This design comes from an exercise in tuning for small area and a short achievable clock period on the open sky130 flow, not from production work.
At most, simulation tests tie the RTL to the original design; equivalence was not proved.
Only the layout flow was run in run 2; the RTL was not checked for function there.

[flow/config.mk]
export PLATFORM = sky130hd
export DESIGN_NAME = mul_pipe_single
export DESIGN_NICKNAME = mul_pipe_single
export VERILOG_FILES = /design/flow/design.v
export SDC_FILE = /design/flow/constraint.sdc
export NUM_CORES = 4
export LEC_CHECK = 0
export CAP_MARGIN = 20
export CORE_MARGIN = 2
export CORE_UTILIZATION = 40
export SLEW_MARGIN = 20
[flow/constraint.sdc]
create_clock -name core_clock -period 10.0 [get_ports {clk}]
set_input_delay 2.0000 -clock core_clock [delete_from_list [all_inputs] [get_ports {clk}]]
set_output_delay 2.0000 -clock core_clock [all_outputs]
set_load 0.01 [all_outputs]
[flow/design.v]
`timescale 1ns/1ps
module mul_pipe_single #(
  parameter XLEN    = 32,
  parameter RD_BITS = 5,
  parameter TAG_W   = 4
) (
  input  wire                 clk,
  input  wire                 rst,
  input  wire                 EX_mul,
  input  wire [XLEN-1:0]      EX_mul_a,
  input  wire [XLEN-1:0]      EX_mul_b,
  input  wire [RD_BITS-1:0]   EX_mul_rd,
  input  wire [TAG_W-1:0]     EX_mul_tag,
  input  wire                 MEM_we,     
  input  wire                 MEM_jlx,    
  output wire                 mul_result_valid,
  output wire [XLEN-1:0]      mul_result,
  output wire [RD_BITS-1:0]   mul_rd,           
  output wire [TAG_W-1:0]     mul_result_tag,   
  output wire                 mul_busy,
  output wire [RD_BITS-1:0]   mul_busy_rd,
  output wire [TAG_W-1:0]     mul_busy_tag,
  output wire                 mul_wb_conflict_stall,
  output wire                 mul_issue_stall
);
  reg  [2:0]         cnt;
  reg  [31:0]        a;
  reg  [31:0]        pbn;     
  reg  [3:0]         bo, bt;   
  reg  [23:0]        acc;
  reg  [RD_BITS-1:0] rd;
  reg  [TAG_W-1:0]   tag;
  wire idle  = (cnt == 3'd0);
  wire valid = (cnt == 3'd5);
  assign mul_busy         = !idle;
  assign mul_result_valid = valid;
  assign mul_result       = valid ? ~pbn : 32'd0;
  assign mul_rd           = valid ? rd  : {RD_BITS{1'b0}};
  assign mul_result_tag   = valid ? tag : {TAG_W{1'b0}};
  assign mul_busy_rd      = mul_rd;
  assign mul_busy_tag     = mul_result_tag;
  assign mul_wb_conflict_stall = valid && (MEM_we || MEM_jlx);
  assign mul_issue_stall       = EX_mul && !idle;
  wire [8:0] nw = idle ? {EX_mul_b[7:0], 1'b0} : ~pbn[15:7];
  wire [3:0] no, nt;
  wire [3:0] bn = ~{pbn[7], pbn[5], pbn[3], pbn[1]};
  genvar gj;
  generate
    for (gj = 0; gj < 4; gj = gj + 1) begin : g_booth
      assign no[gj] = nw[2*gj] ^ nw[2*gj+1];
      assign nt[gj] = (nw[2*gj+2] & ~nw[2*gj+1] & ~nw[2*gj]) | (~nw[2*gj+2] & nw[2*gj+1] & nw[2*gj]);
    end
  endgenerate
  wire [31:0] sa, sb, x;
  wire pp1;
  wire pp2;
  wire pp3;
  wire pp4;
  wire pp5;
  wire pp6;
  wire pp7;
  wire pp8;
  wire pp9;
  wire pp10;
  wire pp11;
  wire pp12;
  wire pp13;
  wire pp14;
  wire pp15;
  wire pp16;
  wire pp17;
  wire pp18;
  wire pp19;
  wire pp20;
  wire pp21;
  wire pp22;
  wire pp23;
  wire pp24;
  wire pp25;
  wire pp26;
  wire pp27;
  wire pp28;
  wire pp29;
  wire pp30;
  wire pp31;
  wire pp32;
  wire pp33;
  wire pp34;
  wire pp35;
  wire pp36;
  wire pp37;
  wire pp38;
  wire pp39;
  wire pp40;
  wire pp41;
  wire pp42;
  wire pp43;
  wire pp44;
  wire pp45;
  wire pp46;
  wire pp47;
  wire pp48;
  wire pp49;
  wire pp50;
  wire pp51;
  wire pp52;
  wire pp53;
  wire pp54;
  wire pp55;
  wire pp56;
  wire pp57;
  wire pp58;
  wire pp59;
  wire pp60;
  wire pp61;
  wire pp62;
  wire pp63;
  wire pp64;
  wire pp65;
  wire pp66;
  wire pp67;
  wire pp68;
  wire pp69;
  wire pp70;
  wire pp71;
  wire pp72;
  wire pp73;
  wire pp74;
  wire pp75;
  wire pp76;
  wire pp77;
  wire pp78;
  wire pp79;
  wire pp80;
  wire pp81;
  wire pp82;
  wire pp83;
  wire pp84;
  wire pp85;
  wire pp86;
  wire pp87;
  wire pp88;
  wire pp89;
  wire pp90;
  wire pp91;
  wire pp92;
  wire pp93;
  wire pp94;
  wire pp95;
  wire pp96;
  wire pp97;
  wire pp98;
  wire pp99;
  wire pp100;
  wire pp101;
  wire pp102;
  wire pp103;
  wire pp104;
  wire pp105;
  wire pp106;
  wire pp107;
  wire pp108;
  wire pp109;
  wire pp110;
  wire pp111;
  wire pp112;
  wire pp113;
  wire pp114;
  wire pp115;
  wire pp116;
  wire s117;
  wire c118;
  wire s119;
  wire c120;
  wire s121;
  wire c122;
  wire s123;
  wire c124;
  wire s125;
  wire c126;
  wire s127;
  wire c128;
  wire s129;
  wire c130;
  wire s131;
  wire c132;
  wire s133;
  wire c134;
  wire s135;
  wire c136;
  wire s137;
  wire c138;
  wire s139;
  wire c140;
  wire s141;
  wire c142;
  wire s143;
  wire c144;
  wire s145;
  wire c146;
  wire s147;
  wire c148;
  wire s149;
  wire c150;
  wire s151;
  wire c152;
  wire s153;
  wire c154;
  wire s155;
  wire c156;
  wire s157;
  wire c158;
  wire s159;
  wire c160;
  wire s161;
  wire c162;
  wire s163;
  wire c164;
  wire s165;
  wire c166;
  wire s167;
  wire c168;
  wire s169;
  wire c170;
  wire s171;
  wire c172;
  wire s173;
  wire c174;
  wire s175;
  wire c176;
  wire s177;
  wire c178;
  wire s179;
  wire c180;
  wire s181;
  wire c182;
  wire s183;
  wire c184;
  wire s185;
  wire c186;
  wire s187;
  wire c188;
  wire s189;
  wire c190;
  wire s191;
  wire c192;
  wire s193;
  wire c194;
  wire s195;
  wire c196;
  wire s197;
  wire c198;
  wire s199;
  wire c200;
  wire s201;
  wire c202;
  wire s203;
  wire c204;
  wire s205;
  wire c206;
  wire s207;
  wire c208;
  wire s209;
  wire c210;
  wire s211;
  wire c212;
  wire s213;
  wire c214;
  wire s215;
  wire c216;
  wire s217;
  wire c218;
  wire s219;
  wire c220;
  wire s221;
  wire c222;
  wire s223;
  wire c224;
  wire s225;
  wire c226;
  wire s227;
  wire c228;
  wire s229;
  wire c230;
  wire s231;
  wire c232;
  wire s233;
  wire c234;
  wire s235;
  wire c236;
  wire s237;
  wire c238;
  wire s239;
  wire c240;
  wire s241;
  wire c242;
  wire s243;
  wire c244;
  wire s245;
  wire c246;
  wire s247;
  wire c248;
  wire s249;
  wire c250;
  wire s251;
  wire c252;
  wire s253;
  wire c254;
  wire s255;
  wire c256;
  wire s257;
  wire c258;
  wire s259;
  wire c260;
  wire s261;
  wire c262;
  wire s263;
  wire c264;
  wire s265;
  wire c266;
  wire s267;
  wire c268;
  wire s269;
  wire c270;
  wire s271;
  wire c272;
  wire s273;
  wire c274;
  wire s275;
  wire c276;
  wire s277;
  wire c278;
  wire s279;
  wire c280;
  wire s281;
  wire c282;
  wire s283;
  wire c284;
  wire g285;
  wire p286;
  wire g287;
  wire p288;
  wire g289;
  wire p290;
  wire g291;
  wire p292;
  wire g293;
  wire p294;
  wire g295;
  wire p296;
  wire g297;
  wire p298;
  wire g299;
  wire p300;
  wire g301;
  wire p302;
  wire g303;
  wire p304;
  wire g305;
  wire p306;
  wire g307;
  wire p308;
  wire g309;
  wire p310;
  wire g311;
  wire p312;
  wire g313;
  wire p314;
  wire g315;
  wire p316;
  wire g317;
  wire p318;
  wire g319;
  wire p320;
  wire g321;
  wire p322;
  wire g323;
  wire p324;
  wire g325;
  wire p326;
  wire g327;
  wire p328;
  wire g329;
  wire p330;
  wire g331;
  wire p332;
  wire g333;
  wire p334;
  wire g335;
  wire p336;
  wire g337;
  wire p338;
  wire g339;
  wire p340;
  wire g341;
  wire p342;
  wire g343;
  wire p344;
  wire g345;
  wire p346;
  wire g347;
  wire p348;
  wire g349;
  wire g350;
  wire p351;
  wire g352;
  wire p353;
  wire g354;
  wire p355;
  wire g356;
  wire p357;
  wire g358;
  wire p359;
  wire g360;
  wire p361;
  wire g362;
  wire p363;
  wire g364;
  wire p365;
  wire g366;
  wire p367;
  wire g368;
  wire p369;
  wire g370;
  wire p371;
  wire g372;
  wire p373;
  wire g374;
  wire p375;
  wire g376;
  wire p377;
  wire g378;
  wire p379;
  wire g380;
  wire p381;
  wire g382;
  wire p383;
  wire g384;
  wire p385;
  wire g386;
  wire p387;
  wire g388;
  wire p389;
  wire g390;
  wire p391;
  wire g392;
  wire p393;
  wire g394;
  wire p395;
  wire g396;
  wire p397;
  wire g398;
  wire p399;
  wire g400;
  wire p401;
  wire g402;
  wire p403;
  wire g404;
  wire p405;
  wire g406;
  wire p407;
  wire g408;
  wire p409;
  wire g410;
  wire p411;
  wire g412;
  wire p413;
  wire g414;
  wire p415;
  wire g416;
  wire p417;
  wire g418;
  wire p419;
  wire g420;
  wire p421;
  wire g422;
  wire p423;
  wire g424;
  wire p425;
  wire g426;
  wire p427;
  wire g428;
  wire p429;
  wire g430;
  wire p431;
  wire g432;
  wire p433;
  wire g434;
  wire p435;
  wire g436;
  wire p437;
  wire g438;
  wire p439;
  wire g440;
  wire p441;
  wire g442;
  wire p443;
  wire g444;
  wire p445;
  wire g446;
  wire p447;
  wire g448;
  wire p449;
  wire g450;
  wire p451;
  wire g452;
  wire p453;
  wire g454;
  wire p455;
  wire g456;
  wire p457;
  wire g458;
  wire p459;
  wire g460;
  wire p461;
  wire g462;
  wire p463;
  wire g464;
  wire p465;
  wire g466;
  wire p467;
  wire g468;
  wire p469;
  wire g470;
  wire p471;
  wire g472;
  wire p473;
  wire g474;
  wire p475;
  wire g476;
  wire p477;
  wire g478;
  wire p479;
  wire g480;
  wire p481;
  wire g482;
  wire p483;
  wire g484;
  wire p485;
  wire g486;
  wire p487;
  wire g488;
  wire p489;
  wire g490;
  wire p491;
  wire g492;
  wire p493;
  wire g494;
  wire p495;
  wire g496;
  wire p497;
  wire g498;
  wire p499;
  wire g500;
  wire p501;
  wire g502;
  wire p503;
  wire g504;
  wire p505;
  wire g506;
  wire p507;
  wire g508;
  wire p509;
  assign pp1 = (bo[0] & a[0]) ^ bn[0];
  assign pp2 = ((bo[0] & a[1]) | (bt[0] & a[0])) ^ bn[0];
  assign pp3 = ((bo[0] & a[2]) | (bt[0] & a[1])) ^ bn[0];
  assign pp4 = ((bo[0] & a[3]) | (bt[0] & a[2])) ^ bn[0];
  assign pp5 = ((bo[0] & a[4]) | (bt[0] & a[3])) ^ bn[0];
  assign pp6 = ((bo[0] & a[5]) | (bt[0] & a[4])) ^ bn[0];
  assign pp7 = ((bo[0] & a[6]) | (bt[0] & a[5])) ^ bn[0];
  assign pp8 = ((bo[0] & a[7]) | (bt[0] & a[6])) ^ bn[0];
  assign pp9 = ((bo[0] & a[8]) | (bt[0] & a[7])) ^ bn[0];
  assign pp10 = ((bo[0] & a[9]) | (bt[0] & a[8])) ^ bn[0];
  assign pp11 = ((bo[0] & a[10]) | (bt[0] & a[9])) ^ bn[0];
  assign pp12 = ((bo[0] & a[11]) | (bt[0] & a[10])) ^ bn[0];
  assign pp13 = ((bo[0] & a[12]) | (bt[0] & a[11])) ^ bn[0];
  assign pp14 = ((bo[0] & a[13]) | (bt[0] & a[12])) ^ bn[0];
  assign pp15 = ((bo[0] & a[14]) | (bt[0] & a[13])) ^ bn[0];
  assign pp16 = ((bo[0] & a[15]) | (bt[0] & a[14])) ^ bn[0];
  assign pp17 = ((bo[0] & a[16]) | (bt[0] & a[15])) ^ bn[0];
  assign pp18 = ((bo[0] & a[17]) | (bt[0] & a[16])) ^ bn[0];
  assign pp19 = ((bo[0] & a[18]) | (bt[0] & a[17])) ^ bn[0];
  assign pp20 = ((bo[0] & a[19]) | (bt[0] & a[18])) ^ bn[0];
  assign pp21 = ((bo[0] & a[20]) | (bt[0] & a[19])) ^ bn[0];
  assign pp22 = ((bo[0] & a[21]) | (bt[0] & a[20])) ^ bn[0];
  assign pp23 = ((bo[0] & a[22]) | (bt[0] & a[21])) ^ bn[0];
  assign pp24 = ((bo[0] & a[23]) | (bt[0] & a[22])) ^ bn[0];
  assign pp25 = ((bo[0] & a[24]) | (bt[0] & a[23])) ^ bn[0];
  assign pp26 = ((bo[0] & a[25]) | (bt[0] & a[24])) ^ bn[0];
  assign pp27 = ((bo[0] & a[26]) | (bt[0] & a[25])) ^ bn[0];
  assign pp28 = ((bo[0] & a[27]) | (bt[0] & a[26])) ^ bn[0];
  assign pp29 = ((bo[0] & a[28]) | (bt[0] & a[27])) ^ bn[0];
  assign pp30 = ((bo[0] & a[29]) | (bt[0] & a[28])) ^ bn[0];
  assign pp31 = ((bo[0] & a[30]) | (bt[0] & a[29])) ^ bn[0];
  assign pp32 = ((bo[0] & a[31]) | (bt[0] & a[30])) ^ bn[0];
  assign pp33 = (bo[1] & a[0]) ^ bn[1];
  assign pp34 = ((bo[1] & a[1]) | (bt[1] & a[0])) ^ bn[1];
  assign pp35 = ((bo[1] & a[2]) | (bt[1] & a[1])) ^ bn[1];
  assign pp36 = ((bo[1] & a[3]) | (bt[1] & a[2])) ^ bn[1];
  assign pp37 = ((bo[1] & a[4]) | (bt[1] & a[3])) ^ bn[1];
  assign pp38 = ((bo[1] & a[5]) | (bt[1] & a[4])) ^ bn[1];
  assign pp39 = ((bo[1] & a[6]) | (bt[1] & a[5])) ^ bn[1];
  assign pp40 = ((bo[1] & a[7]) | (bt[1] & a[6])) ^ bn[1];
  assign pp41 = ((bo[1] & a[8]) | (bt[1] & a[7])) ^ bn[1];
  assign pp42 = ((bo[1] & a[9]) | (bt[1] & a[8])) ^ bn[1];
  assign pp43 = ((bo[1] & a[10]) | (bt[1] & a[9])) ^ bn[1];
  assign pp44 = ((bo[1] & a[11]) | (bt[1] & a[10])) ^ bn[1];
  assign pp45 = ((bo[1] & a[12]) | (bt[1] & a[11])) ^ bn[1];
  assign pp46 = ((bo[1] & a[13]) | (bt[1] & a[12])) ^ bn[1];
  assign pp47 = ((bo[1] & a[14]) | (bt[1] & a[13])) ^ bn[1];
  assign pp48 = ((bo[1] & a[15]) | (bt[1] & a[14])) ^ bn[1];
  assign pp49 = ((bo[1] & a[16]) | (bt[1] & a[15])) ^ bn[1];
  assign pp50 = ((bo[1] & a[17]) | (bt[1] & a[16])) ^ bn[1];
  assign pp51 = ((bo[1] & a[18]) | (bt[1] & a[17])) ^ bn[1];
  assign pp52 = ((bo[1] & a[19]) | (bt[1] & a[18])) ^ bn[1];
  assign pp53 = ((bo[1] & a[20]) | (bt[1] & a[19])) ^ bn[1];
  assign pp54 = ((bo[1] & a[21]) | (bt[1] & a[20])) ^ bn[1];
  assign pp55 = ((bo[1] & a[22]) | (bt[1] & a[21])) ^ bn[1];
  assign pp56 = ((bo[1] & a[23]) | (bt[1] & a[22])) ^ bn[1];
  assign pp57 = ((bo[1] & a[24]) | (bt[1] & a[23])) ^ bn[1];
  assign pp58 = ((bo[1] & a[25]) | (bt[1] & a[24])) ^ bn[1];
  assign pp59 = ((bo[1] & a[26]) | (bt[1] & a[25])) ^ bn[1];
  assign pp60 = ((bo[1] & a[27]) | (bt[1] & a[26])) ^ bn[1];
  assign pp61 = ((bo[1] & a[28]) | (bt[1] & a[27])) ^ bn[1];
  assign pp62 = ((bo[1] & a[29]) | (bt[1] & a[28])) ^ bn[1];
  assign pp63 = (bo[2] & a[0]) ^ bn[2];
  assign pp64 = ((bo[2] & a[1]) | (bt[2] & a[0])) ^ bn[2];
  assign pp65 = ((bo[2] & a[2]) | (bt[2] & a[1])) ^ bn[2];
  assign pp66 = ((bo[2] & a[3]) | (bt[2] & a[2])) ^ bn[2];
  assign pp67 = ((bo[2] & a[4]) | (bt[2] & a[3])) ^ bn[2];
  assign pp68 = ((bo[2] & a[5]) | (bt[2] & a[4])) ^ bn[2];
  assign pp69 = ((bo[2] & a[6]) | (bt[2] & a[5])) ^ bn[2];
  assign pp70 = ((bo[2] & a[7]) | (bt[2] & a[6])) ^ bn[2];
  assign pp71 = ((bo[2] & a[8]) | (bt[2] & a[7])) ^ bn[2];
  assign pp72 = ((bo[2] & a[9]) | (bt[2] & a[8])) ^ bn[2];
  assign pp73 = ((bo[2] & a[10]) | (bt[2] & a[9])) ^ bn[2];
  assign pp74 = ((bo[2] & a[11]) | (bt[2] & a[10])) ^ bn[2];
  assign pp75 = ((bo[2] & a[12]) | (bt[2] & a[11])) ^ bn[2];
  assign pp76 = ((bo[2] & a[13]) | (bt[2] & a[12])) ^ bn[2];
  assign pp77 = ((bo[2] & a[14]) | (bt[2] & a[13])) ^ bn[2];
  assign pp78 = ((bo[2] & a[15]) | (bt[2] & a[14])) ^ bn[2];
  assign pp79 = ((bo[2] & a[16]) | (bt[2] & a[15])) ^ bn[2];
  assign pp80 = ((bo[2] & a[17]) | (bt[2] & a[16])) ^ bn[2];
  assign pp81 = ((bo[2] & a[18]) | (bt[2] & a[17])) ^ bn[2];
  assign pp82 = ((bo[2] & a[19]) | (bt[2] & a[18])) ^ bn[2];
  assign pp83 = ((bo[2] & a[20]) | (bt[2] & a[19])) ^ bn[2];
  assign pp84 = ((bo[2] & a[21]) | (bt[2] & a[20])) ^ bn[2];
  assign pp85 = ((bo[2] & a[22]) | (bt[2] & a[21])) ^ bn[2];
  assign pp86 = ((bo[2] & a[23]) | (bt[2] & a[22])) ^ bn[2];
  assign pp87 = ((bo[2] & a[24]) | (bt[2] & a[23])) ^ bn[2];
  assign pp88 = ((bo[2] & a[25]) | (bt[2] & a[24])) ^ bn[2];
  assign pp89 = ((bo[2] & a[26]) | (bt[2] & a[25])) ^ bn[2];
  assign pp90 = ((bo[2] & a[27]) | (bt[2] & a[26])) ^ bn[2];
  assign pp91 = (bo[3] & a[0]) ^ bn[3];
  assign pp92 = ((bo[3] & a[1]) | (bt[3] & a[0])) ^ bn[3];
  assign pp93 = ((bo[3] & a[2]) | (bt[3] & a[1])) ^ bn[3];
  assign pp94 = ((bo[3] & a[3]) | (bt[3] & a[2])) ^ bn[3];
  assign pp95 = ((bo[3] & a[4]) | (bt[3] & a[3])) ^ bn[3];
  assign pp96 = ((bo[3] & a[5]) | (bt[3] & a[4])) ^ bn[3];
  assign pp97 = ((bo[3] & a[6]) | (bt[3] & a[5])) ^ bn[3];
  assign pp98 = ((bo[3] & a[7]) | (bt[3] & a[6])) ^ bn[3];
  assign pp99 = ((bo[3] & a[8]) | (bt[3] & a[7])) ^ bn[3];
  assign pp100 = ((bo[3] & a[9]) | (bt[3] & a[8])) ^ bn[3];
  assign pp101 = ((bo[3] & a[10]) | (bt[3] & a[9])) ^ bn[3];
  assign pp102 = ((bo[3] & a[11]) | (bt[3] & a[10])) ^ bn[3];
  assign pp103 = ((bo[3] & a[12]) | (bt[3] & a[11])) ^ bn[3];
  assign pp104 = ((bo[3] & a[13]) | (bt[3] & a[12])) ^ bn[3];
  assign pp105 = ((bo[3] & a[14]) | (bt[3] & a[13])) ^ bn[3];
  assign pp106 = ((bo[3] & a[15]) | (bt[3] & a[14])) ^ bn[3];
  assign pp107 = ((bo[3] & a[16]) | (bt[3] & a[15])) ^ bn[3];
  assign pp108 = ((bo[3] & a[17]) | (bt[3] & a[16])) ^ bn[3];
  assign pp109 = ((bo[3] & a[18]) | (bt[3] & a[17])) ^ bn[3];
  assign pp110 = ((bo[3] & a[19]) | (bt[3] & a[18])) ^ bn[3];
  assign pp111 = ((bo[3] & a[20]) | (bt[3] & a[19])) ^ bn[3];
  assign pp112 = ((bo[3] & a[21]) | (bt[3] & a[20])) ^ bn[3];
  assign pp113 = ((bo[3] & a[22]) | (bt[3] & a[21])) ^ bn[3];
  assign pp114 = ((bo[3] & a[23]) | (bt[3] & a[22])) ^ bn[3];
  assign pp115 = ((bo[3] & a[24]) | (bt[3] & a[23])) ^ bn[3];
  assign pp116 = ((bo[3] & a[25]) | (bt[3] & a[24])) ^ bn[3];
  assign s117 = acc[4] ^ pp5 ^ pp35;
  assign c118 = (acc[4] & pp5) | (acc[4] & pp35) | (pp5 & pp35);
  assign s119 = acc[5] ^ pp6 ^ pp36;
  assign c120 = (acc[5] & pp6) | (acc[5] & pp36) | (pp6 & pp36);
  assign s121 = acc[6] ^ pp7 ^ pp37;
  assign c122 = (acc[6] & pp7) | (acc[6] & pp37) | (pp7 & pp37);
  assign s123 = pp65 ^ pp91 ^ bn[3];
  assign c124 = (pp65 & pp91) | (pp65 & bn[3]) | (pp91 & bn[3]);
  assign s125 = acc[7] ^ pp8 ^ pp38;
  assign c126 = (acc[7] & pp8) | (acc[7] & pp38) | (pp8 & pp38);
  assign s127 = pp66 ^ pp92 ^ s125;
  assign c128 = (pp66 & pp92) | (pp66 & s125) | (pp92 & s125);
  assign s129 = acc[8] ^ pp9 ^ pp39;
  assign c130 = (acc[8] & pp9) | (acc[8] & pp39) | (pp9 & pp39);
  assign s131 = pp67 ^ pp93 ^ s129;
  assign c132 = (pp67 & pp93) | (pp67 & s129) | (pp93 & s129);
  assign s133 = acc[9] ^ pp10 ^ pp40;
  assign c134 = (acc[9] & pp10) | (acc[9] & pp40) | (pp10 & pp40);
  assign s135 = pp68 ^ pp94 ^ s133;
  assign c136 = (pp68 & pp94) | (pp68 & s133) | (pp94 & s133);
  assign s137 = acc[10] ^ pp11 ^ pp41;
  assign c138 = (acc[10] & pp11) | (acc[10] & pp41) | (pp11 & pp41);
  assign s139 = pp69 ^ pp95 ^ s137;
  assign c140 = (pp69 & pp95) | (pp69 & s137) | (pp95 & s137);
  assign s141 = acc[11] ^ pp12 ^ pp42;
  assign c142 = (acc[11] & pp12) | (acc[11] & pp42) | (pp12 & pp42);
  assign s143 = pp70 ^ pp96 ^ s141;
  assign c144 = (pp70 & pp96) | (pp70 & s141) | (pp96 & s141);
  assign s145 = acc[12] ^ pp13 ^ pp43;
  assign c146 = (acc[12] & pp13) | (acc[12] & pp43) | (pp13 & pp43);
  assign s147 = pp71 ^ pp97 ^ s145;
  assign c148 = (pp71 & pp97) | (pp71 & s145) | (pp97 & s145);
  assign s149 = acc[13] ^ pp14 ^ pp44;
  assign c150 = (acc[13] & pp14) | (acc[13] & pp44) | (pp14 & pp44);
  assign s151 = pp72 ^ pp98 ^ s149;
  assign c152 = (pp72 & pp98) | (pp72 & s149) | (pp98 & s149);
  assign s153 = acc[14] ^ pp15 ^ pp45;
  assign c154 = (acc[14] & pp15) | (acc[14] & pp45) | (pp15 & pp45);
  assign s155 = pp73 ^ pp99 ^ s153;
  assign c156 = (pp73 & pp99) | (pp73 & s153) | (pp99 & s153);
  assign s157 = acc[15] ^ pp16 ^ pp46;
  assign c158 = (acc[15] & pp16) | (acc[15] & pp46) | (pp16 & pp46);
  assign s159 = pp74 ^ pp100 ^ s157;
  assign c160 = (pp74 & pp100) | (pp74 & s157) | (pp100 & s157);
  assign s161 = acc[16] ^ pp17 ^ pp47;
  assign c162 = (acc[16] & pp17) | (acc[16] & pp47) | (pp17 & pp47);
  assign s163 = pp75 ^ pp101 ^ s161;
  assign c164 = (pp75 & pp101) | (pp75 & s161) | (pp101 & s161);
  assign s165 = acc[17] ^ pp18 ^ pp48;
  assign c166 = (acc[17] & pp18) | (acc[17] & pp48) | (pp18 & pp48);
  assign s167 = pp76 ^ pp102 ^ s165;
  assign c168 = (pp76 & pp102) | (pp76 & s165) | (pp102 & s165);
  assign s169 = acc[18] ^ pp19 ^ pp49;
  assign c170 = (acc[18] & pp19) | (acc[18] & pp49) | (pp19 & pp49);
  assign s171 = pp77 ^ pp103 ^ s169;
  assign c172 = (pp77 & pp103) | (pp77 & s169) | (pp103 & s169);
  assign s173 = acc[19] ^ pp20 ^ pp50;
  assign c174 = (acc[19] & pp20) | (acc[19] & pp50) | (pp20 & pp50);
  assign s175 = pp78 ^ pp104 ^ s173;
  assign c176 = (pp78 & pp104) | (pp78 & s173) | (pp104 & s173);
  assign s177 = acc[20] ^ pp21 ^ pp51;
  assign c178 = (acc[20] & pp21) | (acc[20] & pp51) | (pp21 & pp51);
  assign s179 = pp79 ^ pp105 ^ s177;
  assign c180 = (pp79 & pp105) | (pp79 & s177) | (pp105 & s177);
  assign s181 = acc[21] ^ pp22 ^ pp52;
  assign c182 = (acc[21] & pp22) | (acc[21] & pp52) | (pp22 & pp52);
  assign s183 = pp80 ^ pp106 ^ s181;
  assign c184 = (pp80 & pp106) | (pp80 & s181) | (pp106 & s181);
  assign s185 = acc[22] ^ pp23 ^ pp53;
  assign c186 = (acc[22] & pp23) | (acc[22] & pp53) | (pp23 & pp53);
  assign s187 = pp81 ^ pp107 ^ s185;
  assign c188 = (pp81 & pp107) | (pp81 & s185) | (pp107 & s185);
  assign s189 = acc[23] ^ pp24 ^ pp54;
  assign c190 = (acc[23] & pp24) | (acc[23] & pp54) | (pp24 & pp54);
  assign s191 = pp82 ^ pp108 ^ s189;
  assign c192 = (pp82 & pp108) | (pp82 & s189) | (pp108 & s189);
  assign s193 = pp25 ^ pp55 ^ pp83;
  assign c194 = (pp25 & pp55) | (pp25 & pp83) | (pp55 & pp83);
  assign s195 = pp26 ^ pp56 ^ pp84;
  assign c196 = (pp26 & pp56) | (pp26 & pp84) | (pp56 & pp84);
  assign s197 = pp27 ^ pp57 ^ pp85;
  assign c198 = (pp27 & pp57) | (pp27 & pp85) | (pp57 & pp85);
  assign s199 = pp28 ^ pp58 ^ pp86;
  assign c200 = (pp28 & pp58) | (pp28 & pp86) | (pp58 & pp86);
  assign s201 = pp29 ^ pp59 ^ pp87;
  assign c202 = (pp29 & pp59) | (pp29 & pp87) | (pp59 & pp87);
  assign s203 = pp30 ^ pp60 ^ pp88;
  assign c204 = (pp30 & pp60) | (pp30 & pp88) | (pp60 & pp88);
  assign s205 = pp31 ^ pp61 ^ pp89;
  assign c206 = (pp31 & pp61) | (pp31 & pp89) | (pp61 & pp89);
  assign s207 = pp32 ^ pp62 ^ pp90;
  assign c208 = (pp32 & pp62) | (pp32 & pp90) | (pp62 & pp90);
  assign s209 = acc[2] ^ pp3 ^ pp33;
  assign c210 = (acc[2] & pp3) | (acc[2] & pp33) | (pp3 & pp33);
  assign s211 = acc[3] ^ pp4 ^ pp34;
  assign c212 = (acc[3] & pp4) | (acc[3] & pp34) | (pp4 & pp34);
  assign s213 = pp63 ^ bn[2] ^ s117;
  assign c214 = (pp63 & bn[2]) | (pp63 & s117) | (bn[2] & s117);
  assign s215 = pp64 ^ s119 ^ c118;
  assign c216 = (pp64 & s119) | (pp64 & c118) | (s119 & c118);
  assign s217 = s121 ^ s123 ^ c120;
  assign c218 = (s121 & s123) | (s121 & c120) | (s123 & c120);
  assign s219 = s127 ^ c122 ^ c124;
  assign c220 = (s127 & c122) | (s127 & c124) | (c122 & c124);
  assign s221 = s131 ^ c126 ^ c128;
  assign c222 = (s131 & c126) | (s131 & c128) | (c126 & c128);
  assign s223 = s135 ^ c130 ^ c132;
  assign c224 = (s135 & c130) | (s135 & c132) | (c130 & c132);
  assign s225 = s139 ^ c134 ^ c136;
  assign c226 = (s139 & c134) | (s139 & c136) | (c134 & c136);
  assign s227 = s143 ^ c138 ^ c140;
  assign c228 = (s143 & c138) | (s143 & c140) | (c138 & c140);
  assign s229 = s147 ^ c142 ^ c144;
  assign c230 = (s147 & c142) | (s147 & c144) | (c142 & c144);
  assign s231 = s151 ^ c146 ^ c148;
  assign c232 = (s151 & c146) | (s151 & c148) | (c146 & c148);
  assign s233 = s155 ^ c150 ^ c152;
  assign c234 = (s155 & c150) | (s155 & c152) | (c150 & c152);
  assign s235 = s159 ^ c154 ^ c156;
  assign c236 = (s159 & c154) | (s159 & c156) | (c154 & c156);
  assign s237 = s163 ^ c158 ^ c160;
  assign c238 = (s163 & c158) | (s163 & c160) | (c158 & c160);
  assign s239 = s167 ^ c162 ^ c164;
  assign c240 = (s167 & c162) | (s167 & c164) | (c162 & c164);
  assign s241 = s171 ^ c166 ^ c168;
  assign c242 = (s171 & c166) | (s171 & c168) | (c166 & c168);
  assign s243 = s175 ^ c170 ^ c172;
  assign c244 = (s175 & c170) | (s175 & c172) | (c170 & c172);
  assign s245 = s179 ^ c174 ^ c176;
  assign c246 = (s179 & c174) | (s179 & c176) | (c174 & c176);
  assign s247 = s183 ^ c178 ^ c180;
  assign c248 = (s183 & c178) | (s183 & c180) | (c178 & c180);
  assign s249 = s187 ^ c182 ^ c184;
  assign c250 = (s187 & c182) | (s187 & c184) | (c182 & c184);
  assign s251 = s191 ^ c186 ^ c188;
  assign c252 = (s191 & c186) | (s191 & c188) | (c186 & c188);
  assign s253 = pp109 ^ s193 ^ c190;
  assign c254 = (pp109 & s193) | (pp109 & c190) | (s193 & c190);
  assign s255 = pp110 ^ s195 ^ c194;
  assign c256 = (pp110 & s195) | (pp110 & c194) | (s195 & c194);
  assign s257 = pp111 ^ s197 ^ c196;
  assign c258 = (pp111 & s197) | (pp111 & c196) | (s197 & c196);
  assign s259 = pp112 ^ s199 ^ c198;
  assign c260 = (pp112 & s199) | (pp112 & c198) | (s199 & c198);
  assign s261 = pp113 ^ s201 ^ c200;
  assign c262 = (pp113 & s201) | (pp113 & c200) | (s201 & c200);
  assign s263 = pp114 ^ s203 ^ c202;
  assign c264 = (pp114 & s203) | (pp114 & c202) | (s203 & c202);
  assign s265 = pp115 ^ s205 ^ c204;
  assign c266 = (pp115 & s205) | (pp115 & c204) | (s205 & c204);
  assign s267 = pp116 ^ s207 ^ c206;
  assign c268 = (pp116 & s207) | (pp116 & c206) | (s207 & c206);
  assign s269 = c192 ^ s253 ^ c252;
  assign c270 = (c192 & s253) | (c192 & c252) | (s253 & c252);
  assign s271 = s255 ^ c254;
  assign c272 = s255 & c254;
  assign s273 = s257 ^ c256;
  assign c274 = s257 & c256;
  assign s275 = s259 ^ c258;
  assign c276 = s259 & c258;
  assign s277 = s261 ^ c260;
  assign c278 = s261 & c260;
  assign s279 = s263 ^ c262;
  assign c280 = s263 & c262;
  assign s281 = s265 ^ c264;
  assign c282 = s265 & c264;
  assign s283 = s267 ^ c266;
  assign c284 = s267 & c266;
  assign sa = {s283, s281, s279, s277, s275, s273, s271, s269, s251, s249, s247, s245, s243, s241, s239, s237, s235, s233, s231, s229, s227, s225, s223, s221, s219, s217, s215, s213, s211, bn[1], acc[1], acc[0]};
  assign sb = {c282, c280, c278, c276, c274, c272, c270, 1'b0, c250, c248, c246, c244, c242, c240, c238, c236, c234, c232, c230, c228, c226, c224, c222, c220, c218, c216, c214, c212, c210, s209, pp2, pp1};
  assign g285 = (sa[0] & sb[0]);
  assign p286 = (sa[0] ^ sb[0]);
  assign g287 = (sa[1] & sb[1]);
  assign p288 = (sa[1] ^ sb[1]);
  assign g289 = (sa[2] & sb[2]);
  assign p290 = (sa[2] ^ sb[2]);
  assign g291 = (sa[3] & sb[3]);
  assign p292 = (sa[3] ^ sb[3]);
  assign g293 = (sa[4] & sb[4]);
  assign p294 = (sa[4] ^ sb[4]);
  assign g295 = (sa[5] & sb[5]);
  assign p296 = (sa[5] ^ sb[5]);
  assign g297 = (sa[6] & sb[6]);
  assign p298 = (sa[6] ^ sb[6]);
  assign g299 = (sa[7] & sb[7]);
  assign p300 = (sa[7] ^ sb[7]);
  assign g301 = (sa[8] & sb[8]);
  assign p302 = (sa[8] ^ sb[8]);
  assign g303 = (sa[9] & sb[9]);
  assign p304 = (sa[9] ^ sb[9]);
  assign g305 = (sa[10] & sb[10]);
  assign p306 = (sa[10] ^ sb[10]);
  assign g307 = (sa[11] & sb[11]);
  assign p308 = (sa[11] ^ sb[11]);
  assign g309 = (sa[12] & sb[12]);
  assign p310 = (sa[12] ^ sb[12]);
  assign g311 = (sa[13] & sb[13]);
  assign p312 = (sa[13] ^ sb[13]);
  assign g313 = (sa[14] & sb[14]);
  assign p314 = (sa[14] ^ sb[14]);
  assign g315 = (sa[15] & sb[15]);
  assign p316 = (sa[15] ^ sb[15]);
  assign g317 = (sa[16] & sb[16]);
  assign p318 = (sa[16] ^ sb[16]);
  assign g319 = (sa[17] & sb[17]);
  assign p320 = (sa[17] ^ sb[17]);
  assign g321 = (sa[18] & sb[18]);
  assign p322 = (sa[18] ^ sb[18]);
  assign g323 = (sa[19] & sb[19]);
  assign p324 = (sa[19] ^ sb[19]);
  assign g325 = (sa[20] & sb[20]);
  assign p326 = (sa[20] ^ sb[20]);
  assign g327 = (sa[21] & sb[21]);
  assign p328 = (sa[21] ^ sb[21]);
  assign g329 = (sa[22] & sb[22]);
  assign p330 = (sa[22] ^ sb[22]);
  assign g331 = (sa[23] & sb[23]);
  assign p332 = (sa[23] ^ sb[23]);
  assign g333 = (sa[24] & sb[24]);
  assign p334 = (sa[24] ^ sb[24]);
  assign g335 = (sa[25] & sb[25]);
  assign p336 = (sa[25] ^ sb[25]);
  assign g337 = (sa[26] & sb[26]);
  assign p338 = (sa[26] ^ sb[26]);
  assign g339 = (sa[27] & sb[27]);
  assign p340 = (sa[27] ^ sb[27]);
  assign g341 = (sa[28] & sb[28]);
  assign p342 = (sa[28] ^ sb[28]);
  assign g343 = (sa[29] & sb[29]);
  assign p344 = (sa[29] ^ sb[29]);
  assign g345 = (sa[30] & sb[30]);
  assign p346 = (sa[30] ^ sb[30]);
  assign g347 = (sa[31] & sb[31]);
  assign p348 = (sa[31] ^ sb[31]);
  assign g349 = g285 | (p286 & bn[0]);
  assign g350 = g287 | (p288 & g349);
  assign p351 = p288 & p286;
  assign g352 = g291 | (p292 & g289);
  assign p353 = p292 & p290;
  assign g354 = g295 | (p296 & g293);
  assign p355 = p296 & p294;
  assign g356 = g299 | (p300 & g297);
  assign p357 = p300 & p298;
  assign g358 = g303 | (p304 & g301);
  assign p359 = p304 & p302;
  assign g360 = g307 | (p308 & g305);
  assign p361 = p308 & p306;
  assign g362 = g311 | (p312 & g309);
  assign p363 = p312 & p310;
  assign g364 = g315 | (p316 & g313);
  assign p365 = p316 & p314;
  assign g366 = g319 | (p320 & g317);
  assign p367 = p320 & p318;
  assign g368 = g323 | (p324 & g321);
  assign p369 = p324 & p322;
  assign g370 = g327 | (p328 & g325);
  assign p371 = p328 & p326;
  assign g372 = g331 | (p332 & g329);
  assign p373 = p332 & p330;
  assign g374 = g335 | (p336 & g333);
  assign p375 = p336 & p334;
  assign g376 = g339 | (p340 & g337);
  assign p377 = p340 & p338;
  assign g378 = g343 | (p344 & g341);
  assign p379 = p344 & p342;
  assign g380 = g347 | (p348 & g345);
  assign p381 = p348 & p346;
  assign g382 = g289 | (p290 & g350);
  assign p383 = p290 & p351;
  assign g384 = g352 | (p353 & g350);
  assign p385 = p353 & p351;
  assign g386 = g297 | (p298 & g354);
  assign p387 = p298 & p355;
  assign g388 = g356 | (p357 & g354);
  assign p389 = p357 & p355;
  assign g390 = g305 | (p306 & g358);
  assign p391 = p306 & p359;
  assign g392 = g360 | (p361 & g358);
  assign p393 = p361 & p359;
  assign g394 = g313 | (p314 & g362);
  assign p395 = p314 & p363;
  assign g396 = g364 | (p365 & g362);
  assign p397 = p365 & p363;
  assign g398 = g321 | (p322 & g366);
  assign p399 = p322 & p367;
  assign g400 = g368 | (p369 & g366);
  assign p401 = p369 & p367;
  assign g402 = g329 | (p330 & g370);
  assign p403 = p330 & p371;
  assign g404 = g372 | (p373 & g370);
  assign p405 = p373 & p371;
  assign g406 = g337 | (p338 & g374);
  assign p407 = p338 & p375;
  assign g408 = g376 | (p377 & g374);
  assign p409 = p377 & p375;
  assign g410 = g345 | (p346 & g378);
  assign p411 = p346 & p379;
  assign g412 = g380 | (p381 & g378);
  assign p413 = p381 & p379;
  assign g414 = g293 | (p294 & g384);
  assign p415 = p294 & p385;
  assign g416 = g354 | (p355 & g384);
  assign p417 = p355 & p385;
  assign g418 = g386 | (p387 & g384);
  assign p419 = p387 & p385;
  assign g420 = g388 | (p389 & g384);
  assign p421 = p389 & p385;
  assign g422 = g309 | (p310 & g392);
  assign p423 = p310 & p393;
  assign g424 = g362 | (p363 & g392);
  assign p425 = p363 & p393;
  assign g426 = g394 | (p395 & g392);
  assign p427 = p395 & p393;
  assign g428 = g396 | (p397 & g392);
  assign p429 = p397 & p393;
  assign g430 = g325 | (p326 & g400);
  assign p431 = p326 & p401;
  assign g432 = g370 | (p371 & g400);
  assign p433 = p371 & p401;
  assign g434 = g402 | (p403 & g400);
  assign p435 = p403 & p401;
  assign g436 = g404 | (p405 & g400);
  assign p437 = p405 & p401;
  assign g438 = g341 | (p342 & g408);
  assign p439 = p342 & p409;
  assign g440 = g378 | (p379 & g408);
  assign p441 = p379 & p409;
  assign g442 = g410 | (p411 & g408);
  assign p443 = p411 & p409;
  assign g444 = g412 | (p413 & g408);
  assign p445 = p413 & p409;
  assign g446 = g301 | (p302 & g420);
  assign p447 = p302 & p421;
  assign g448 = g358 | (p359 & g420);
  assign p449 = p359 & p421;
  assign g450 = g390 | (p391 & g420);
  assign p451 = p391 & p421;
  assign g452 = g392 | (p393 & g420);
  assign p453 = p393 & p421;
  assign g454 = g422 | (p423 & g420);
  assign p455 = p423 & p421;
  assign g456 = g424 | (p425 & g420);
  assign p457 = p425 & p421;
  assign g458 = g426 | (p427 & g420);
  assign p459 = p427 & p421;
  assign g460 = g428 | (p429 & g420);
  assign p461 = p429 & p421;
  assign g462 = g333 | (p334 & g436);
  assign p463 = p334 & p437;
  assign g464 = g374 | (p375 & g436);
  assign p465 = p375 & p437;
  assign g466 = g406 | (p407 & g436);
  assign p467 = p407 & p437;
  assign g468 = g408 | (p409 & g436);
  assign p469 = p409 & p437;
  assign g470 = g438 | (p439 & g436);
  assign p471 = p439 & p437;
  assign g472 = g440 | (p441 & g436);
  assign p473 = p441 & p437;
  assign g474 = g442 | (p443 & g436);
  assign p475 = p443 & p437;
  assign g476 = g444 | (p445 & g436);
  assign p477 = p445 & p437;
  assign g478 = g317 | (p318 & g460);
  assign p479 = p318 & p461;
  assign g480 = g366 | (p367 & g460);
  assign p481 = p367 & p461;
  assign g482 = g398 | (p399 & g460);
  assign p483 = p399 & p461;
  assign g484 = g400 | (p401 & g460);
  assign p485 = p401 & p461;
  assign g486 = g430 | (p431 & g460);
  assign p487 = p431 & p461;
  assign g488 = g432 | (p433 & g460);
  assign p489 = p433 & p461;
  assign g490 = g434 | (p435 & g460);
  assign p491 = p435 & p461;
  assign g492 = g436 | (p437 & g460);
  assign p493 = p437 & p461;
  assign g494 = g462 | (p463 & g460);
  assign p495 = p463 & p461;
  assign g496 = g464 | (p465 & g460);
  assign p497 = p465 & p461;
  assign g498 = g466 | (p467 & g460);
  assign p499 = p467 & p461;
  assign g500 = g468 | (p469 & g460);
  assign p501 = p469 & p461;
  assign g502 = g470 | (p471 & g460);
  assign p503 = p471 & p461;
  assign g504 = g472 | (p473 & g460);
  assign p505 = p473 & p461;
  assign g506 = g474 | (p475 & g460);
  assign p507 = p475 & p461;
  assign g508 = g476 | (p477 & g460);
  assign p509 = p477 & p461;
  assign x[0] = p286 ^ bn[0];
  assign x[1] = p288 ^ g349;
  assign x[2] = p290 ^ g350;
  assign x[3] = p292 ^ g382;
  assign x[4] = p294 ^ g384;
  assign x[5] = p296 ^ g414;
  assign x[6] = p298 ^ g416;
  assign x[7] = p300 ^ g418;
  assign x[8] = p302 ^ g420;
  assign x[9] = p304 ^ g446;
  assign x[10] = p306 ^ g448;
  assign x[11] = p308 ^ g450;
  assign x[12] = p310 ^ g452;
  assign x[13] = p312 ^ g454;
  assign x[14] = p314 ^ g456;
  assign x[15] = p316 ^ g458;
  assign x[16] = p318 ^ g460;
  assign x[17] = p320 ^ g478;
  assign x[18] = p322 ^ g480;
  assign x[19] = p324 ^ g482;
  assign x[20] = p326 ^ g484;
  assign x[21] = p328 ^ g486;
  assign x[22] = p330 ^ g488;
  assign x[23] = p332 ^ g490;
  assign x[24] = p334 ^ g492;
  assign x[25] = p336 ^ g494;
  assign x[26] = p338 ^ g496;
  assign x[27] = p340 ^ g498;
  assign x[28] = p342 ^ g500;
  assign x[29] = p344 ^ g502;
  assign x[30] = p346 ^ g504;
  assign x[31] = p348 ^ g506;
  always @(posedge clk) begin
    if (rst) cnt <= 3'd0;
    else if (idle) cnt <= EX_mul ? 3'd1 : 3'd0;
    else if (valid) cnt <= 3'd0;
    else cnt <= cnt + 3'd1;
    bo <= no;
    bt <= nt;
    if (idle) begin
      a     <= EX_mul_a;
      pbn   <= ~EX_mul_b;
      rd    <= EX_mul_rd;
      tag   <= EX_mul_tag;
      acc   <= 24'd0;
    end else begin
      pbn   <= {~x[7:0], pbn[31:8]};
      acc   <= x[31:8];
    end
  end
endmodule
[flow/flow/run.sh]
#!/bin/bash
# Layout flow: the standard ORFS flow (standard.sh, unchanged synthesis), with
#  - after synthesis, flow/polarity.py flips full-adder cells (FA(~a,~b,~c) = ~FA(a,b,c))
#    so that fewer inverters are needed around them; registers are untouched
#  - port buffers made of plain buffers instead of the delay cells buffer_ports picks
set -euo pipefail
cd "$(dirname "$0")/.."
source flow/params.sh
export BUFFER_PORTS_ARGS
export SETUP_SLACK_MARGIN
R=orfs/results/sky130hd/mul_pipe_single/base
bash standard.sh synth > synth.log 2>&1
if [[ "${POLARITY:-1}" == 1 ]]; then
  cp $R/1_2_yosys.v $R/1_2_yosys.std.v
  python3 flow/polarity.py $R/1_2_yosys.std.v $R/1_2_yosys.v > polarity.log 2>&1
  rm -f $R/1_synth.odb
fi
bash standard.sh > standard.log 2>&1
[flow/flow/params.sh]
BUFFER_PORTS_ARGS="-buffer_cell sky130_fd_sc_hd__buf_1"
SETUP_SLACK_MARGIN=5.5
POLARITY=1
[flow/flow/polarity.py]
#!/usr/bin/env python3
"""Remove inverters around full adders in a flat gate-level netlist.

An xor2/xnor2 cell can be swapped for the other to invert its output. A full adder is self-dual: FA(~a, ~b, ~c) = (~cout, ~sum). So a full-adder cell can be
"flipped" (fed the complements of its inputs, its outputs then carry the complements of
their old values) without changing the circuit's function. This script chooses which
full adders to flip so that as few inverters as possible are needed, then rewrites the
netlist: inverters that only feed cell pins are removed and re-created where needed.
Registers, ports and all other cells are untouched.

usage: polarity.py IN.v OUT.v
"""
import random
import re
import sys
from collections import defaultdict

INV = re.compile(r'sky130_fd_sc_hd__(clk)?inv_\d+$')
FA = re.compile(r'sky130_fd_sc_hd__fa_\d+$')
XO = re.compile(r'sky130_fd_sc_hd__x(n?)or2_(\d+)$')
OUTPINS = {'X', 'Y', 'Q', 'Q_N', 'SUM', 'COUT', 'HI', 'LO'}

src = open(sys.argv[1]).read()
m = re.search(r'\bmodule\b.*?;', src, re.S)
endm = src.rindex('endmodule')
body = src[m.end():endm]

# statements of the module body
stmts = [s for s in re.split(r';', body)]
cells = []    # dict(type, name, pins: [(pin, net)], idx)
other = []    # (idx, text)
ports = set()
for i, s in enumerate(stmts):
    t = s.strip()
    if not t:
        continue
    cm = re.match(r'(sky130_fd_sc_hd__\w+)\s+(\S+)\s*\((.*)\)\s*$', t, re.S)
    if cm:
        pins = [(p, n.strip()) for p, n in re.findall(r'\.(\w+)\(([^()]*)\)', cm.group(3))]
        cells.append({'type': cm.group(1), 'name': cm.group(2), 'pins': pins})
        continue
    pm = re.match(r'(input|output|inout)\s+(\[[^\]]*\]\s*)?(\S+)', t)
    if pm:
        ports.add(pm.group(3))
    other.append(t)

def base_name(net):
    return re.sub(r'\s*\[\d+\]$', '', net.strip())

driver = {}
loads = defaultdict(list)   # net -> [(cell index, pin index)]
for ci, c in enumerate(cells):
    for pi, (p, n) in enumerate(c['pins']):
        if p in OUTPINS:
            driver[n] = ci
        else:
            loads[n].append((ci, pi))
# nets read by assign statements or ports count as fixed loads
assign_rhs = set()
for t in other:
    am = re.match(r'assign\s+(.*?)\s*=\s*(.*)$', t, re.S)
    if am:
        for tok in re.findall(r'\\\S+|[A-Za-z_][\w$]*(?:\s*\[\d+\])?', am.group(2)):
            assign_rhs.add(tok.strip())

def is_port_net(n):
    return base_name(n) in ports

# removable inverters: output feeds only cell input pins, is no port, no assign source
removable = set()
for ci, c in enumerate(cells):
    if INV.match(c['type']):
        y = dict(c['pins'])['Y']
        if not is_port_net(y) and y not in assign_rhs and y in loads:
            removable.add(ci)

def resolve(net):
    """logical source of a net: (base net, polarity) through removable inverters"""
    pol = 0
    seen = 0
    while net in driver and driver[net] in removable and seen < 100:
        net = dict(cells[driver[net]]['pins'])['A']
        pol ^= 1
        seen += 1
    return net, pol

fas = [ci for ci, c in enumerate(cells) if FA.match(c['type'])]
xos = [ci for ci, c in enumerate(cells) if XO.match(c['type'])]
flip = defaultdict(int)

# load requirements: list of (cell index, pin index, base, pol)
reqs = []
for ci, c in enumerate(cells):
    if ci in removable:
        continue
    for pi, (p, n) in enumerate(c['pins']):
        if p in OUTPINS:
            continue
        b, pol = resolve(n)
        reqs.append((ci, pi, b, pol))
by_base = defaultdict(list)
by_cell = defaultdict(list)
for r in reqs:
    by_base[r[2]].append(r)
    by_cell[r[0]].append(r)

def phys(b):
    d = driver.get(b)
    return flip[d] if d is not None and (FA.match(cells[d]['type']) or XO.match(cells[d]['type'])) else 0

def need(r):
    ci, pi, b, pol = r
    want = pol ^ (flip[ci] if FA.match(cells[ci]['type']) else 0)
    return want ^ phys(b)

def base_cost(b):
    return 1 if any(need(r) for r in by_base[b]) else 0

def fa_bases(ci):
    bs = {r[2] for r in by_cell[ci]}
    for p, n in cells[ci]['pins']:
        if p in OUTPINS:
            bs.add(n)
    return bs

total0 = sum(base_cost(b) for b in by_base)
movable = fas + xos
rng = random.Random(1)
best = None
for trial in range(30):
    if trial:
        for ci in movable:
            flip[ci] = best[ci]
        # perturb the best solution a little, then descend again
        for ci in rng.sample(movable, max(1, len(movable) // 10)):
            flip[ci] ^= 1
    for sweep in range(200):
        changed = False
        order = list(movable)
        rng.shuffle(order)
        for ci in order:
            bs = fa_bases(ci)
            before = sum(base_cost(b) for b in bs)
            flip[ci] ^= 1
            after = sum(base_cost(b) for b in bs)
            if after < before:
                changed = True
            elif after == before and rng.random() < 0.3 and sweep < 150:
                pass
            else:
                flip[ci] ^= 1
        if not changed and sweep >= 150:
            break
    cost = sum(base_cost(b) for b in by_base)
    if best is None or cost < best_cost:
        best, best_cost = {ci: flip[ci] for ci in movable}, cost
for ci in movable:
    flip[ci] = best[ci]
total1 = sum(base_cost(b) for b in by_base)

# rewrite
def esc(n):
    return n + ' ' if n.startswith('\\') else n

comp = {}
newcells = []
k = 0
for b in by_base:
    if base_cost(b):
        k += 1
        nn = f'polinv_n{k}'
        comp[b] = nn
        newcells.append(f'  sky130_fd_sc_hd__inv_1 polinv_{k} (\n    .A({esc(b)}),\n    .Y({nn})\n  );')
for r in reqs:
    ci, pi, b, pol = r
    p, _ = cells[ci]['pins'][pi]
    cells[ci]['pins'][pi] = (p, comp[b] if need(r) else b)

out = [src[:m.end()], '\n']
for t in other:
    out.append('  ' + t + ' ;\n')
for nn in comp.values():
    out.append(f'  wire {nn};\n')
for ci, c in enumerate(cells):
    if ci in removable:
        continue
    xm = XO.match(c['type'])
    if xm and flip[ci]:
        c['type'] = f"sky130_fd_sc_hd__{'xor2' if xm.group(1) else 'xnor2'}_{xm.group(2)}"
        # xor2 drives X, xnor2 drives Y
        c['pins'] = [({'X': 'Y', 'Y': 'X'}.get(p, p), n) for p, n in c['pins']]
    pins = ',\n'.join(f'    .{p}({esc(n)})' for p, n in c['pins'])
    out.append(f'  {c["type"]} {c["name"]} (\n{pins}\n  );\n')
out.append('\n'.join(newcells) + '\n')
out.append(src[endm:])
open(sys.argv[2], 'w').write(''.join(out))
print(f'polarity: {len(fas)} full adders, {sum(flip[c] for c in fas)} flipped, '
      f'{sum(flip[c] for c in xos)} of {len(xos)} xor/xnor swapped, inverters {len(removable)} removable -> {len(comp)} needed '
      f'(cost before {total0}, after {total1})', file=sys.stderr)
[flow/standard.sh]
#!/bin/bash
# synth_recipe.tcl (not shown) runs the flow's synth.tcl, then flattens the netlist and writes it again
# the make line also repeats each setting of config.mk as NAME=value (left out here)
make -C /OpenROAD-flow-scripts/flow DESIGN_CONFIG=/design/flow/config.mk WORK_HOME=/design/flow/orfs CLKGATE_MAP_FILE= SYNTH_SCRIPT=/design/flow/synth_recipe.tcl "${@:-finish}"
==> results of run 1 <==
==> layer usage <==
metal | share of wire | routed length (µm)
met1 | 0.44 | 9874
met2 | 0.49 | 10920
met3 | 0.054 | 1219
met4 | 0.022 | 492
met5 | 0 | 0
==> through the flow <==
step           hold slack, ns  std cells  utilization  area (µm²)
6_report               0.4664       1235       0.4823       10110
5_1_grt                0.5137       1235       0.4823       10110
4_1_cts                0.4684       1219       0.4672        9789
3_5_place_dp           0.4441       1177       0.4353        9123
3_3_place_gp           0.4383       1177       0.4353        9123
2_1_floorplan          0.4257        844            -        8572
==> critical path: stages, from the launching register on <==
cell and delay [ns]:
edfxtp_1 0.54, a22oi_2 0.29, xor2_2 0.19, fa_1 0.47, fa_2 0.58, fa_1 0.45
ha_4 0.23, a21o_1 0.19, a221o_1 0.31, a22o_4 0.29, a2111oi_4 0.34, buf_4 0.18
o31ai_2 0.07, a211oi_1 0.22, nor3_1 0.07
==> area by class of cell <==
type                    instances  area [µm²]
repair buffers                187        1022
inverters                      26       101.3
fillers                      2003       10850
flip-flops and latches        108        2582
clock buffers                   9       225.2
multi-input cells             623        5743
well taps                     275       344.1
clock inverters                 7       88.84
==> sequential cells by signal (all words and copies together) (netlist names) <==
name and flops:
a 32, acc 24, bo 4, bt 4
cnt 3, pbn 32, rd 5, tag 4
==> final timing paths <==
kind	start	end	cells after the start
min reg2reg	pbn[28]$_DFF_P_	pbn[20]$_DFF_P_	2
max	a[8]$_DFFE_PP_	acc[21]$_SDFF_PP0_	14
max reg2reg	a[8]$_DFFE_PP_	acc[21]$_SDFF_PP0_	14
min	pbn[28]$_DFF_P_	pbn[20]$_DFF_P_	2
==> cell usage in the layout (no fill, tap or decap), drive strengths merged, types with 4 or more instances in the layout <==
cell and n:
buf 184, xnor2 42, nand3 4, a211oi 5, mux2i 7, clkbuf 12
o21ai 39, nor2 61, nor3 8, inv 29, nand2b 6, a22oi 112
ha 37, edfxtp 41, a31oi 5, nand2 49, a21oi 18, and3 10
fa 78, xor2 98, a21o 9, dfxtp 67
==> repair_timing <==
item / in CTS / in global routing
pin swaps: 8 / 23
endpoints found under the hold margin: 0 / 0
setup endpoints to repair: 24 / 17
gates resized for setup: 31 / 29
buffers inserted: 26 / 13
cloned: 0 / 3
==> run summary, run 1 <==
- Status: timing/DRC/antenna clean
- Worst endpoint required time: just over 10 ns
- Worst-Skew Late Latency: roughly 0.37 ns
- Mean post-synth cell area: about 10 µm²
- IO Count: between 100 and 150
- Setup slack, reg-to-reg: about 5.4 ns
- Met1 GRT Util: 0.2815
- Max clock buf depth: 2
- Die width: between 150 and 200 µm
- Via density: 5.305
- Average wire per standard cell: roughly 18 µm
- Final hold vios: 0
- Starting DRT DRC Count: ~450
- Initial DRT Pass Iterations: 5
- Minimum clock period after layout: between 4 and 5 ns
- Setup violators final: 0
- Starting Density: 0.4075
- Max-cap violations: 0
- CP Capture Type: register
- Crit path DAT: between 4 and 5 ns
- I/O Buffers: approximately 130
- Peak Freq: roughly 0.22 GHz
- Worst hold path class: register to register
- CTS clk-pin slew, worst paths: ~0.09 ns
- Syn. warnings: 1
- Total track usage: 0.2041
- Die span in y: approximately 150 µm
- Hold-fix buffers at CTS: 0
- Syn nets: between 1000 and 1500
- TritonCTS Buffers: 9
- Layout cells sized above 1: 0.1344
- Setup slack after layout: about 5.4 ns
- Largest net degree at the start of global routing: approximately 70
- Crit-path max FO: 6
- Met3 GRT Util: 0.03091
- Site Rows: 53
- Antenna violations before repair: 0
- Final max-slew violation count: 0
- Setup TNS: 0 ns
- Vias: between 6000 and 7000
- CTS tree: yes
- Total Routed Length: between 20 and 25 mm
- Area Overhead vs Synth: 18.38%
- Synth Cell Area: around 0.0085 mm²
- Worst Setup Start Kind: register
- Busiest grt layer: met2
- Global route overflow: 0
- First-pass GRT wire length: between 30 and 40 mm
- Fin Clk Skew: 0.01080 ns
- Slew headroom: 0.4911
- Clk root buf: clkbuf_16
- Clk sink count: between 100 and 150
- Vias in the first global route: between 6000 and 7000
- Residual DRC: 0
- Worst Max-Slew Pin Slew: ~0.76 ns
- Routability cong.: ~0.85
- Detailed Place HPWL: around 15 mm
- ANT nets after route: 0
- Fin nets: 1148
- Critical path type: register to register
- Core box area: roughly 0.021 mm²
- H-tree levels: 3
- Mapped Cells: between 800 and 900
- Place WS: about 4.3 ns
- ANT cells: 0
- RSZ-0062 raised after global routing: true
- Die area: around 0.023 mm²
- GR Util met2: 0.3329
- Fin crit share: 0.4566
==> run 2, diff against run 1 <==
--- a/flow/design.v
+++ b/flow/design.v
@@ -27,5 +27,5 @@
   reg  [31:0]        a;
   reg  [31:0]        pbn;     
-  reg  [3:0]         bo, bt;   
+  reg                bprev;    
   reg  [23:0]        acc;
   reg  [RD_BITS-1:0] rd;
@@ -42,12 +42,12 @@
   assign mul_wb_conflict_stall = valid && (MEM_we || MEM_jlx);
   assign mul_issue_stall       = EX_mul && !idle;
-  wire [8:0] nw = idle ? {EX_mul_b[7:0], 1'b0} : ~pbn[15:7];
-  wire [3:0] no, nt;
+  wire [8:0] nw = {~pbn[7:0], bprev};
+  wire [3:0] bo, bt;
   wire [3:0] bn = ~{pbn[7], pbn[5], pbn[3], pbn[1]};
   genvar gj;
   generate
     for (gj = 0; gj < 4; gj = gj + 1) begin : g_booth
-      assign no[gj] = nw[2*gj] ^ nw[2*gj+1];
-      assign nt[gj] = (nw[2*gj+2] & ~nw[2*gj+1] & ~nw[2*gj]) | (~nw[2*gj+2] & nw[2*gj+1] & nw[2*gj]);
+      assign bo[gj] = nw[2*gj] ^ nw[2*gj+1];
+      assign bt[gj] = (nw[2*gj+2] & ~nw[2*gj+1] & ~nw[2*gj]) | (~nw[2*gj+2] & nw[2*gj+1] & nw[2*gj]);
     end
   endgenerate
@@ -1110,6 +1110,4 @@
     else if (valid) cnt <= 3'd0;
     else cnt <= cnt + 3'd1;
-    bo <= no;
-    bt <= nt;
     if (idle) begin
       a     <= EX_mul_a;
@@ -1118,7 +1116,9 @@
       tag   <= EX_mul_tag;
       acc   <= 24'd0;
+      bprev <= 1'b0;
     end else begin
       pbn   <= {~x[7:0], pbn[31:8]};
       acc   <= x[31:8];
+      bprev <= ~pbn[7];
     end
   end
==> flow/flow/params.sh (replaced) <==
BUFFER_PORTS_ARGS="-buffer_cell sky130_fd_sc_hd__buf_1"
SETUP_SLACK_MARGIN=5.0
POLARITY=1
==> run 2 against run 1 <==
Net effect:
- setup slack worse by 0.28 ns
- hold slack hardly changed
- sequential share of layout area is 5.0 points lower
- final cell count is 40% higher
- non-clock buffer count is 29 higher
- critical path depth is 4 higher
- synthesized cell count is 57% higher
- global-route usage is 3.2 points higher
- cell area is 18% higher
- die area is 20% higher
- largest cell class unchanged
==> run summary, run 2 <==
- Commonest cells after routing, fill and taps aside: 186 x nand2_1, 163 x nor2_1, 131 x buf_1
- Total track usage: 0.2364 (+0.03232)
- Layout cells sized above 1: 0.1042 (-0.03016)
- Mean post-synth cell area: 7.765 µm² (-23%)
- Crit Reg-Reg Startpoint: bprev$_SDFF_PP0_
- Fin Clk Skew: 0.01768 ns (+0.006879 ns)
- Crit-path max FO: 15 (+9)
- Max-cap violations: 0 (unchanged)
- Minimum clock period after layout: 4.846 ns (+0.2795 ns)
- Setup TNS: 0 ns (unchanged)
- Mapped Cells: 1321 (+57%)
- Crit path to: acc[9]$_SDFF_PP0_
- First-pass GRT wire length: 49.65 mm (+40%)
- Most common cell after layout, fill and taps aside: nand2_1
- Hold-fix buffers at CTS: 0 (unchanged)
- # fillers: 2516 (+26%)
- Residual DRC: 0 (unchanged)
- CTS clk-pin slew, worst paths: 0.08 ns (about the same)
- Site Rows: 58 (+9.4%)
- Final max-slew violation count: 0 (unchanged)
- Syn nets: 1514 (+46%)
- Crit path DAT: 5.08 ns (+0.29 ns)
- Status: timing/DRC/antenna clean
- Vias: 9940 (+52%)
- Die span in y: 164.1 µm (+9.4%)
- Synth Cell Area: 0.01026 mm² (+20%)
- Slew headroom: 0.5650 (+0.07397)
- FF-to-FF End: acc[9]$_SDFF_PP0_
- Area Overhead vs Synth: 16.47%
- Fin crit share: 0.4846 (+0.02795)
- Core box area: 0.02518 mm² (+20%)
- Worst endpoint required time: 10.23 ns (about the same)
- Vias in the first global route: 8864 (+35%)
- Final hold vios: 0 (unchanged)
- H-tree levels: 3 (unchanged)
- Peak Freq: 0.2064 GHz (-5.8%)
- Levels on crit path: 18 (+4)
- Die width: 164.1 µm (+9.4%)
- Hold WS: 0.4662 ns (-0.0002090 ns)
- Worst Max-Slew Pin Slew: 0.6525 ns (-0.1110 ns)
- Antenna violations before repair: 0 (unchanged)
- Starting DRT DRC Count: 1041 (+130%)
- ANT cells: 0 (unchanged)
- Fin nets: 1589 (+38%)
- Starting Density: 0.4073 (about the same)
- Average wire per standard cell: 18.88 µm (+3.6%)
- I/O Buffers: 131 (unchanged)
- Worst Setup Start Kind: register
- CP peak stage delay: 0.57 ns (about the same)
- Setup violators final: 0 (unchanged)
- Top cell family by delay on the critical path: adder cells
- Syn. warnings: 1 (unchanged)
- CTS tree: yes
- Critical path, cell by cell: buf_4, nor2b_4, nor3_4, buf_4, a22o_1, a21oi_1, fa_1, fa_1, fa_1, ha_1, and4_1, and3_2, and3_1, or2_1, fa_1, inv_1, xor2_1, nor2_1
- Biggest regs: a (32), pbn (32), acc (24)
- Critical path type: register to register
- IO Count: 132 (unchanged)
- Total Routed Length: 32.67 mm (+45%)
- Critical Path Source: bprev$_SDFF_PP0_
- Detailed Place HPWL: 21.18 mm (+42%)
- Setup slack, reg-to-reg: 5.15 ns (-0.28 ns)
- Clk sink count: 101 (-6.5%)
- Max clock buf depth: 2 (unchanged)
- CP bufs+invs: 3 (+2)
- Worst-Skew Late Latency: 0.38 ns (about the same)
- Global route overflow: 0 (unchanged)
- Die area: 0.02694 mm² (+20%)
- CP most frequent cell: fa_1
- ANT nets after route: 0 (unchanged)
- Worst hold path class: register to register
- RSZ-0062 raised after global routing: true
- Worst Reg-to-Reg Cells: 18 (+4)
- Largest net degree at the start of global routing: 69 (unchanged)
- Clk root buf: clkbuf_16
- Initial DRT Pass Iterations: 6 (+1)
- Via density: 5.742 (+8.2%)
- CP max stage cell: fa_1
- TritonCTS Buffers: 9 (unchanged)
- CP Capture Type: register
- Routability cong.: 0.9192 (+8.1%)
[run 2: layout make-up]
cell class              instances  area [µm²]  area share
well taps                     330       412.9     0.03456
inverters                      70       266.5     0.02231
multi-input cells             997        7101      0.5944
repair buffers                216        1390      0.1164
flip-flops and latches        101        2452      0.2053
clock inverters                 7       91.34    0.007646
clock buffers                   9       225.2     0.01885
repair inverters                1       7.507   0.0006284
[run 2: worst min-delay path, delay by kind of cell, from the launching register on]
kind / cells / cell delay (ns)
and+or+nand+nor: 1 / 0.05
AOI/OAI and AO/OA: 1 / 0.06
DFF: 1 / 0.33
[run 2: per-layer routing]
| metal | vias to the layer above | GRT usage | part of all wire |
|---|---|---|---|
| met5 | - | 0 | 0 |
| met4 | 0 | 0.08174 | 0.028 |
| met3 | 54 | 0.02879 | 0.066 |
| met2 | 393 | 0.3889 | 0.48 |
| li1 | 4751 | - | - |
| met1 | 4742 | 0.3205 | 0.43 |
[run 2: worst min path at each step]
| stage | start | end | slack [ns] | depth (start not counted) |
|---|---|---|---|---|
| floorplan | pbn[8]$_DFF_P_ | pbn[0]$_DFF_P_ | 0.43 | 2 |
| detailed placement | pbn[17]$_DFF_P_ | pbn[9]$_DFF_P_ | 0.45 | 2 |
| global placement | pbn[16]$_DFF_P_ | pbn[8]$_DFF_P_ | 0.44 | 2 |
| global route | pbn[17]$_DFF_P_ | pbn[9]$_DFF_P_ | 0.50 | 2 |
| finish | pbn[16]$_DFF_P_ | pbn[8]$_DFF_P_ | 0.47 | 2 |
| CTS | pbn[16]$_DFF_P_ | pbn[8]$_DFF_P_ | 0.47 | 2 |
[run 2: metrics by stage]
| step | cell area, µm² | cells | setup WS (ns) | utilization |
|---|---|---|---|---|
| detailed placement | 10720 | 1648 | 4.088 | 0.4255 |
| CTS | 11260 | 1673 | 5.003 | 0.4470 |
| floorplan | 10260 | 1321 | 5.002 | - |
| global route | 11950 | 1731 | 4.979 | 0.4744 |
| global placement | 10710 | 1648 | 4.229 | 0.4255 |
| finish | 11950 | 1731 | 5.154 | 0.4744 |
[run 2: repair_timing]
| action | 4_1_cts | 5_1_grt |
|---|---|---|
| setup buffers | 7 | 51 |
| resized for setup | 30 | 38 |
| setup endpoints to repair | 24 | 17 |
| gates cloned | 2 | 7 |
| pin swaps | 0 | 5 |

## afterwards: timing with drivers on the ports
The results above use ideal ports. As a check the final layouts listed here were re-extracted and re-timed, cells and wires unchanged. Step 1: set_driving_cell puts a clkbuf_16 on clk and a buf_2 on each other input, an assumption about the parent block. Step 2 times the ports against the registers' clock, not the clock port: input delays grow and output delays shrink by t, the midpoint of the rising clock arrivals with the driver on. a / b / c = ideal / step 1 / step 2; a / b = the first two.
run	t (ns)	setup slack, ns	hold slack, ns	worst setup path at the end
run 1	0.410	5.434 / 5.434 / 5.434	0.466 / 0.466 / 0.466	register to register
run 2	0.415	5.154 / 5.154 / 5.154	0.466 / 0.466 / 0.466	register to register
After both steps every run listed still meets setup and hold.
